From an optimization exercise on the open Yosys and OpenROAD flow, aimed at small area, a short achievable clock period and few clock cycles per item; shortcuts taken in it are not production practice. In this exercise RTL edits were held to simulation tests only and were not proved equivalent to the original.

run 1:
==> flow/design.v (excerpt) <==
module insertionSort #(
    parameter NUM_VALS = 32,
    parameter SIZE_DATA = 16
)(
    input  logic                          i_clk,
    input  logic                          i_rst_n,
    input  logic                          i_start,
    input  logic [NUM_VALS*SIZE_DATA-1:0] i_data,
    output logic                          o_done,
    output logic [NUM_VALS*SIZE_DATA-1:0] o_data
);
Size: ~10000 cells after synthesis, ~540 flip-flops, roughly 54000 um2 of cells after synthesis.
Settings: LEC_CHECK=0, ABC_AREA=1, CAP_MARGIN=20, CORE_AREA=2 2 378 378, CTS_CLUSTER_DIAMETER=120, CTS_CLUSTER_SIZE=20, DIE_AREA=0 0 380 380, PLACE_DENSITY=0.5, SLEW_MARGIN=20; clock period 10.0 ns.
standard.sh (not shown) runs the stock make flow with config.mk's settings and CLKGATE_MAP_FILE= SYNTH_SCRIPT=/design/flow/synth_recipe.tcl, a recipe that flattens the netlist after the stock synthesis.
==> flow/flow/run.sh <==
#!/bin/bash
# The standard ORFS layout (the standard.sh, standard synthesis unchanged)
# with two changes: the port buffers the standard flow's flow inserts use a small buffer
# cell instead of the delay buffer buffer_ports picks by default, and repair
# aims for a setup slack margin of MARGIN ns against the 10 ns clock.
# Each tool's output goes to ORFS's own logs under orfs/logs; the make output
# is kept in standard.log.
set -euo pipefail
MARGIN=$(cat flow/margin.txt)
PORTBUF=$(cat flow/portbuf.txt)
bash standard.sh "SETUP_SLACK_MARGIN=${MARGIN}" \
    "BUFFER_PORTS_ARGS=-buffer_cell ${PORTBUF}" finish > standard.log 2>&1
==> flow/flow/margin.txt <==
6.5
==> flow/flow/portbuf.txt <==
sky130_fd_sc_hd__buf_1
Run 1 finished all stages; the layout is clean.
Testbench counts of run 1, summed over its fixed seeds: cycles 1,920, sorts 192.
Input changes introduced in run 2 (baseline for comparison: run 1):
Settings: PLACE_DENSITY removed (was 0.5).
==> flow/flow/run.sh <==
#!/bin/bash
# The standard ORFS layout (the standard.sh, standard synthesis unchanged)
# with three changes: the port buffers the standard flow's flow inserts use a small buffer
# cell instead of the delay buffer buffer_ports picks by default; repair aims
# for a setup slack margin of MARGIN ns against the 10 ns clock; and after the
# floorplan the key-array flip-flops get the drive strength in flopcell.txt
# (same cell type, stronger output), before placement.
# ORFS writes each step's log under orfs/logs; the make output goes to
# standard_*.log and the resizing step's output to upsize.log.
set -euo pipefail
MARGIN=$(cat flow/margin.txt)
PORTBUF=$(cat flow/portbuf.txt)
ARGS=("SETUP_SLACK_MARGIN=${MARGIN}" "BUFFER_PORTS_ARGS=-buffer_cell ${PORTBUF}")
bash standard.sh "${ARGS[@]}" floorplan > standard_floorplan.log 2>&1
RES=$(ls -d orfs/results/*/insertionSort/base) FLOPCELL=$(cat flow/flopcell.txt) \
    openroad -no_init -exit flow/upsize.tcl > upsize.log 2>&1
bash standard.sh "${ARGS[@]}" finish > standard_finish.log 2>&1
==> flow/flow/flopcell.txt (new file) <==
sky130_fd_sc_hd__dfxtp_2
==> flow/flow/upsize.tcl (new file) <==
# Give the key-array flip-flops (r_key*) a stronger drive strength of the same
# flip-flop type, in the floorplan database, before placement.
set res $::env(RES)
read_db $res/2_floorplan.odb
set db [ord::get_db]
set to [$db findMaster $::env(FLOPCELL)]
set n 0
foreach inst [[ord::get_db_block] getInsts] {
  if {[[$inst getMaster] getName] eq "sky130_fd_sc_hd__dfxtp_1" && [string match "r_key*" [$inst getName]]} {
    $inst swapMaster $to
    incr n
  }
}
puts "resized $n flip-flops to $::env(FLOPCELL)"
write_db $res/2_floorplan.odb
==> notes.md <==
- Across run 2 and run 1, the outcome is the same: a clean finish for every run.
- Number of antenna violations at the first check in global routing: run 1 vs run 2 identical
- Against run 1, worst slack at placement in run 2 came out worse.
- Final critical-path setup slack (run 2 over run 1): increase, 0.026 ns
- Final area (higher): run 1
The inputs of run 3 differ from those of run 2 as listed below.
==> flow/flow/run.sh <==
#!/bin/bash
# The standard ORFS layout (the standard.sh, standard synthesis unchanged)
# with two changes: the port buffers the standard flow's flow inserts use a small buffer
# cell instead of the delay buffer buffer_ports picks by default, and repair
# aims for a setup slack margin of MARGIN ns against the 10 ns clock.
# Each tool's output goes to ORFS's own logs under orfs/logs; the make output
# is kept in standard.log.
set -euo pipefail
MARGIN=$(cat flow/margin.txt)
PORTBUF=$(cat flow/portbuf.txt)
bash standard.sh "SETUP_SLACK_MARGIN=${MARGIN}" \
    "BUFFER_PORTS_ARGS=-buffer_cell ${PORTBUF}" finish > standard.log 2>&1
==> flow/flow/margin.txt <==
6.55
removed: flow/flow/flopcell.txt
removed: flow/flow/upsize.tcl
[summary]
Run 3 against run 2; final-layout fill cell count is down slightly.
Going from run 2 to run 3, sequential fraction of the synthesis area saw little to no change; minimum setup slack after placement saw a decrease.
From run 2 to run 3, die span in y did not move at all.
Placer's final routability congestion estimate delta for run 3 relative to run 2: 0.38% higher
As far as routed length on met2 is concerned, run 3 and run 2 perform about the same.
Of run 2 and run 3, run 2 shows the higher global-route usage over all layers, with run 3 below it.
Compared run 2 against run 3; instance count along the most critical hold path within noise.
Sort run 2 and run 3 by core occupancy in the finished layout, descending, and run 3 comes first.
The inputs of run 4 differ from those of run 3 as listed below.
Settings: CORE_AREA now 2 2 398 398, was 2 2 378 378; DIE_AREA now 0 0 400 400, was 0 0 380 380.
==> flow/flow/margin.txt <==
6.5
Findings:
Across run 4 and run 3, the outcome is the same: a clean finish for every run.
Area growth from synthesis to layout, run 4 and run 3: larger value in run 3
NOTE: setup fix buffers added after clock tree synthesis in run 4 falls short of that of run 3
[compare] base=run 3 new=run 4: number of buffer and inverter stages on the critical path picked up an extra 2; well-tap cell count picked up an extra 182; fraction of area in multi-input gates neither gained nor lost much; pre-CTS worst setup slack picked up an extra 0.11 ns.
Going from run 3 to run 4, die footprint rose 11%.
The inputs of run 5 differ from those of run 4 as listed below.
Settings: CORE_AREA: 2 2 398 398 -> 2 2 378 378; DIE_AREA: 0 0 400 400 -> 0 0 380 380.
Findings:
- The global-route usage reported for run 5 is greater than that of run 4 by 4.2 points.
- Comparing run 5 and run 4, the higher critical path depth was measured on run 4.
- As of run 5, maximum number of pins on one net before global-route repair had fallen by more than 10% compared to run 4.
- There was hardly any difference in routed length per instance between run 5 and run 4.
- Between run 5 and run 4, the difference in wire length of the first global-routing pass is negligible.
- The share of the final layout cell area in sequential cells on run 4 is in line with that on run 5.
- Run 4 → run 5: layout-stage area growth over the synthesis result lost 0.71 points; wire length on met3 picked up an extra about 6%; share of the clock period used by the worst path lost 0.92 points.

## maple
Starting RTL as in the previous note.
// insertionSort
module insertionSort #(
    parameter NUM_VALS = 32,
    parameter SIZE_DATA = 16
)(
    input  logic                          i_clk,
    input  logic                          i_rst_n,
    input  logic                          i_start,
    input  logic [NUM_VALS*SIZE_DATA-1:0] i_data,
    output logic                          o_done,
    output logic [NUM_VALS*SIZE_DATA-1:0] o_data
);
Settings: LEC_CHECK=0, ABC_AREA=1, CAP_MARGIN=20, CORE_AREA=2 2 378 378, CTS_CLUSTER_DIAMETER=120, CTS_CLUSTER_SIZE=20, DIE_AREA=0 0 380 380, SLEW_MARGIN=20; clock period 10.0 ns.
==> flow/flow/run.sh <==
#!/bin/bash
# The standard ORFS layout (the standard.sh, standard synthesis unchanged)
# with two changes: the port buffers the standard flow's flow inserts use a small buffer
# cell instead of the delay buffer buffer_ports picks by default, and repair
# aims for a setup slack margin of MARGIN ns against the 10 ns clock.
# Each tool's output goes to ORFS's own logs under orfs/logs; the make output
# is kept in standard.log.
set -euo pipefail
MARGIN=$(cat flow/margin.txt)
PORTBUF=$(cat flow/portbuf.txt)
bash standard.sh "SETUP_SLACK_MARGIN=${MARGIN}" \
    "BUFFER_PORTS_ARGS=-buffer_cell ${PORTBUF}" finish > standard.log 2>&1
==> flow/flow/margin.txt <==
6.2
Scripts as last shown in full above: flow/flow/portbuf.txt
maple | status: complete | timing, DRC, antenna: pass
Testbench counts of maple, summed over its fixed seeds: cycles 1,920, sorts 192.
Input changes introduced in amber (baseline for comparison: maple):
# maple
export LEC_CHECK = 0
export ABC_AREA = 1
export CAP_MARGIN = 20
export CORE_AREA = 2 2 378 378
export CTS_CLUSTER_DIAMETER = 120
export CTS_CLUSTER_SIZE = 20
export DIE_AREA = 0 0 380 380
export SLEW_MARGIN = 20
create_clock -name core_clock -period 10.0 [get_ports {i_clk}]
# amber
export LEC_CHECK = 0
export ABC_AREA = 1
export CAP_MARGIN = 20
export CORE_AREA = 2 2 378 378
export CTS_CLUSTER_DIAMETER = 100
export CTS_CLUSTER_SIZE = 16
export DIE_AREA = 0 0 380 380
export SLEW_MARGIN = 20
create_clock -name core_clock -period 10.0 [get_ports {i_clk}]
==> flow/flow/margin.txt <==
6.5
[summary]
Summary of amber over maple: wire length of the first global-routing pass moved up, first-iteration DRC count +70.
Compared to maple, the routing of amber uses more wire.
Delta (amber minus maple): setup slack now sits higher; share of cell area taken by multi-input logic gates now sits lower; largest fanout of any net on the critical path now sits higher.
#### Input delta (quartz over amber)
# amber
export LEC_CHECK = 0
export ABC_AREA = 1
export CAP_MARGIN = 20
export CORE_AREA = 2 2 378 378
export CTS_CLUSTER_DIAMETER = 100
export CTS_CLUSTER_SIZE = 16
export DIE_AREA = 0 0 380 380
export SLEW_MARGIN = 20
create_clock -name core_clock -period 10.0 [get_ports {i_clk}]
# quartz
export LEC_CHECK = 0
export ABC_AREA = 1
export CAP_MARGIN = 20
export CORE_AREA = 2 2 378 378
export CTS_CLUSTER_DIAMETER = 120
export CTS_CLUSTER_SIZE = 20
export DIE_AREA = 0 0 380 380
export PLACE_DENSITY = 0.7
export SLEW_MARGIN = 20
create_clock -name core_clock -period 10.0 [get_ports {i_clk}]
Findings:
quartz vs. amber: fraction of cell area in non-clock buffers dropped 0.29 points, count of antenna diodes in the layout dropped 11, net count of the finished layout dropped 46. Going from amber to quartz, hold slack grows by 0.015 ns. Via count on quartz is ahead of amber.
diff inputs: quartz => lagoon
# quartz
export LEC_CHECK = 0
export ABC_AREA = 1
export CAP_MARGIN = 20
export CORE_AREA = 2 2 378 378
export CTS_CLUSTER_DIAMETER = 120
export CTS_CLUSTER_SIZE = 20
export DIE_AREA = 0 0 380 380
export PLACE_DENSITY = 0.7
export SLEW_MARGIN = 20
create_clock -name core_clock -period 10.0 [get_ports {i_clk}]
# lagoon
export LEC_CHECK = 0
export ABC_AREA = 1
export CAP_MARGIN = 20
export CORE_AREA = 2 2 378 378
export CTS_CLUSTER_DIAMETER = 120
export CTS_CLUSTER_SIZE = 20
export DIE_AREA = 0 0 380 380
export SLEW_MARGIN = 20
export TNS_END_PERCENT = 10
create_clock -name core_clock -period 10.0 [get_ports {i_clk}]
When lagoon is measured against quartz, its post-route minimum period turns out 0.31 ns higher.
Changes observed in lagoon relative to quartz: aggregate routed wire length grew by 2100 µm; maximum net fanout on the critical path grew by 8; core utilization shrank by 0.17 points; count of clock-buffer cells in the layout grew by 4.8%; final-layout non-clock buffer area share held steady.
lagoon ended up with a higher maximum cell stage delay along the critical path than quartz did.
Setup slack down 0.31 ns in lagoon wrt quartz
Going from quartz to lagoon, the max-slew headroom at the worst pin was found to have gone down by 4.0 points.
lagoon ends up with a sequential share of layout area that is 0.50 points lower than in quartz.

lane 1:
Another version of the RTL of insertionSort (not shown whole).
Size in the first run: roughly 6800 cells after synthesis, about 520 flip-flops, about 1000 I/O pins, ~0.047 sq mm of cells after synthesis.
clock: 10.0 ns
lec_check: 0
abc_area: 0
cap_margin: 20
core_area: 2 2 408 408
cts_cluster_diameter: 120
cts_cluster_size: 20
die_area: 0 0 410 410
slew_margin: 20
==> flow/flow/margin.txt <==
6.0
Scripts as last shown in full above: flow/flow/run.sh, flow/flow/portbuf.txt
Testbench counts of lane 1, summed over its fixed seeds: cycles 1,920, sorts 192.
### lane 1 -> lane 2
Settings: clearing ABC_AREA, which used to be 0; swapping 0 0 410 410 for 0 0 320 320 in DIE_AREA; clearing CTS_CLUSTER_DIAMETER, which used to be 120; swapping 2 2 408 408 for 2 2 318 318 in CORE_AREA; clearing CTS_CLUSTER_SIZE, which used to be 20.
==> flow/flow/portbuf.txt <==
sky130_fd_sc_hd__buf_2
--- outcome ---
- Lane 2 was carried through to the last stage, and its layout satisfied the timing, design-rule and antenna checks.
- Delta (lane 2 minus lane 1): largest fanout of any net on the critical path rose 4, adder-cell share of the synthesized area about even.
Modified inputs, lane 3 compared to lane 2
Settings: a change of DIE_AREA from 0 0 320 320 to 0 0 360 360; an added ABC_AREA of 1; a change of CORE_AREA from 2 2 318 318 to 2 2 358 358.
==> flow/flow/margin.txt <==
6.8
--- outcome ---
Lane 2 leaves less setup margin than lane 3.
Against lane 2, lane 3 comes in 44% higher on non-clock buffer count.
Multiplexer area fraction after synthesis (lane 3 over lane 2): decrease, 0.83 points
STATUS area of all placed cells without fillers: lane 3 loses against lane 2
Lane 3 does worse than lane 2 on via count.
Looking only at register-to-register slack, and setting everything else aside, the lower value of lane 3 and lane 2 goes to lane 2.
Lane 3 has worst hold slack below what lane 2 had.
Final core utilization in lane 3 is 0.81 points higher than in lane 2
| post-DP HPWL | lane 3 vs lane 2 | about 17% higher |

Another version of the RTL of insertionSort (not shown whole).
Size in the first run: ~530 flip-flops, ~1000 I/O pins, about 50000 µm² of cells after synthesis.
clock: 10.0 ns
lec_check: 0
abc_area: 1
cap_margin: 20
core_area: 2 2 338 338
cts_cluster_diameter: 120
cts_cluster_size: 20
die_area: 0 0 340 340
slew_margin: 20
==> flow/flow/margin.txt <==
6.6
==> flow/flow/portbuf.txt <==
sky130_fd_sc_hd__buf_1
Scripts as last shown in full above: flow/flow/run.sh
Testbench counts at the start, summed over its fixed seeds: cycles 1,920, sorts 192.
Next try:
==> flow/flow/margin.txt (replaced) <==
6.2
- ABC_AREA: 1 -> 0
- CORE_AREA: 2 2 338 338 -> 2 2 378 378
- DIE_AREA: 0 0 340 340 -> 0 0 380 380
The changed run passed the timing, design-rule and antenna checks.
Design area goes down by a few percent.
Via count goes down by about a fifth.
Wire length goes up by a few percent.
Area after synthesis goes down by about a fifth.
Worst setup slack degrades by 430 ps.
Critical path depth goes down by 4.
Next try:
==> flow/flow/margin.txt (replaced) <==
6.7
- ABC_AREA: 0 -> 1
- CORE_AREA: 2 2 378 378 -> 2 2 358 358
- DIE_AREA: 0 0 380 380 -> 0 0 360 360
- SLEW_MARGIN: 20 -> 70
Count of clock-buffer cells in the layout rises by 8; via count went up by a quarter to a third; sequential cell count stays the same; design area rose by about a fifth; sequential share of layout area falls by 0.89 points; setup slack is better by 610 ps; non-clock buffer count climbs by 57; routed wire length is higher by a few percent; fmax climbs by about a fifth; utilization came out higher by 11 points; critical path depth fell by 11.
Next try:
==> flow/flow/margin.txt (replaced) <==
6.6
- CORE_AREA: 2 2 358 358 -> 2 2 348 348
- DIE_AREA: 0 0 360 360 -> 0 0 350 350
- SLEW_MARGIN: 70 -> 20
Result: Cell area went down by roughly a tenth. Wire length went down by a little under a tenth. Die area went down by a few percent.

[what the ideal ports hide]
The flow's constraints put no driver on any port. The routed layouts listed below were extracted and timed again, unchanged, in two steps.
Step 1 (the two cells are an assumption about what drives the block):
set clk [get_ports {i_clk}]
set_driving_cell -lib_cell sky130_fd_sc_hd__clkbuf_16 $clk
set_driving_cell -lib_cell sky130_fd_sc_hd__buf_2 [delete_from_list [all_inputs] $clk]
Step 2 also shifts input and output timing later by t, the mid clock arrival at the registers, as if the neighbouring blocks saw the same clock.
Slacks: ideal ports / drivers / drivers and shift; pairs: ideal ports / drivers.
| run | t (ns) | slack for setup (ns) | clock arrival spread, ns |
|---|---|---|---|
| run 1 | 0.778 | 6.418 / 6.363 / 6.418 | 0.054 / 0.055 |
| run 2 | 0.762 | 6.444 / 6.357 / 6.444 | 0.041 / 0.041 |
| run 3 | 0.768 | 6.486 / 6.388 / 6.526 | 0.040 / 0.041 |
| run 4 | 0.760 | 6.355 / 6.355 / 6.355 | 0.053 / 0.053 |
| run 5 | 0.766 | 6.447 / 6.351 / 6.492 | 0.040 / 0.040 |
| maple | 0.768 | 6.116 / 6.025 / 6.116 | 0.044 / 0.043 |
| amber | 0.786 | 6.435 / 6.352 / 6.435 | 0.042 / 0.042 |
| quartz | 0.761 | 6.452 / 6.354 / 6.458 | 0.032 / 0.032 |
| lagoon | 0.762 | 6.140 / 6.106 / 6.140 | 0.042 / 0.042 |
| lane 1 | 0.723 | 5.896 / 5.896 / 5.896 | 0.065 / 0.066 |
| lane 2 | 0.769 | 5.772 / 5.685 / 5.828 | 0.033 / 0.032 |
| lane 3 | 0.795 | 6.561 / 6.471 / 6.590 | 0.054 / 0.054 |
| the first run of note 4 | 0.750 | 6.464 / 6.464 / 6.464 | 0.033 / 0.033 |
| the second run of note 4 | 0.728 | 6.034 / 6.007 / 6.034 | 0.047 / 0.047 |
| the third run of note 4 | 0.750 | 6.644 / 6.562 / 6.694 | 0.034 / 0.034 |
| the fourth run of note 4 | 0.738 | 6.522 / 6.447 / 6.522 | 0.036 / 0.036 |
After both steps setup and hold are still met in every run listed.
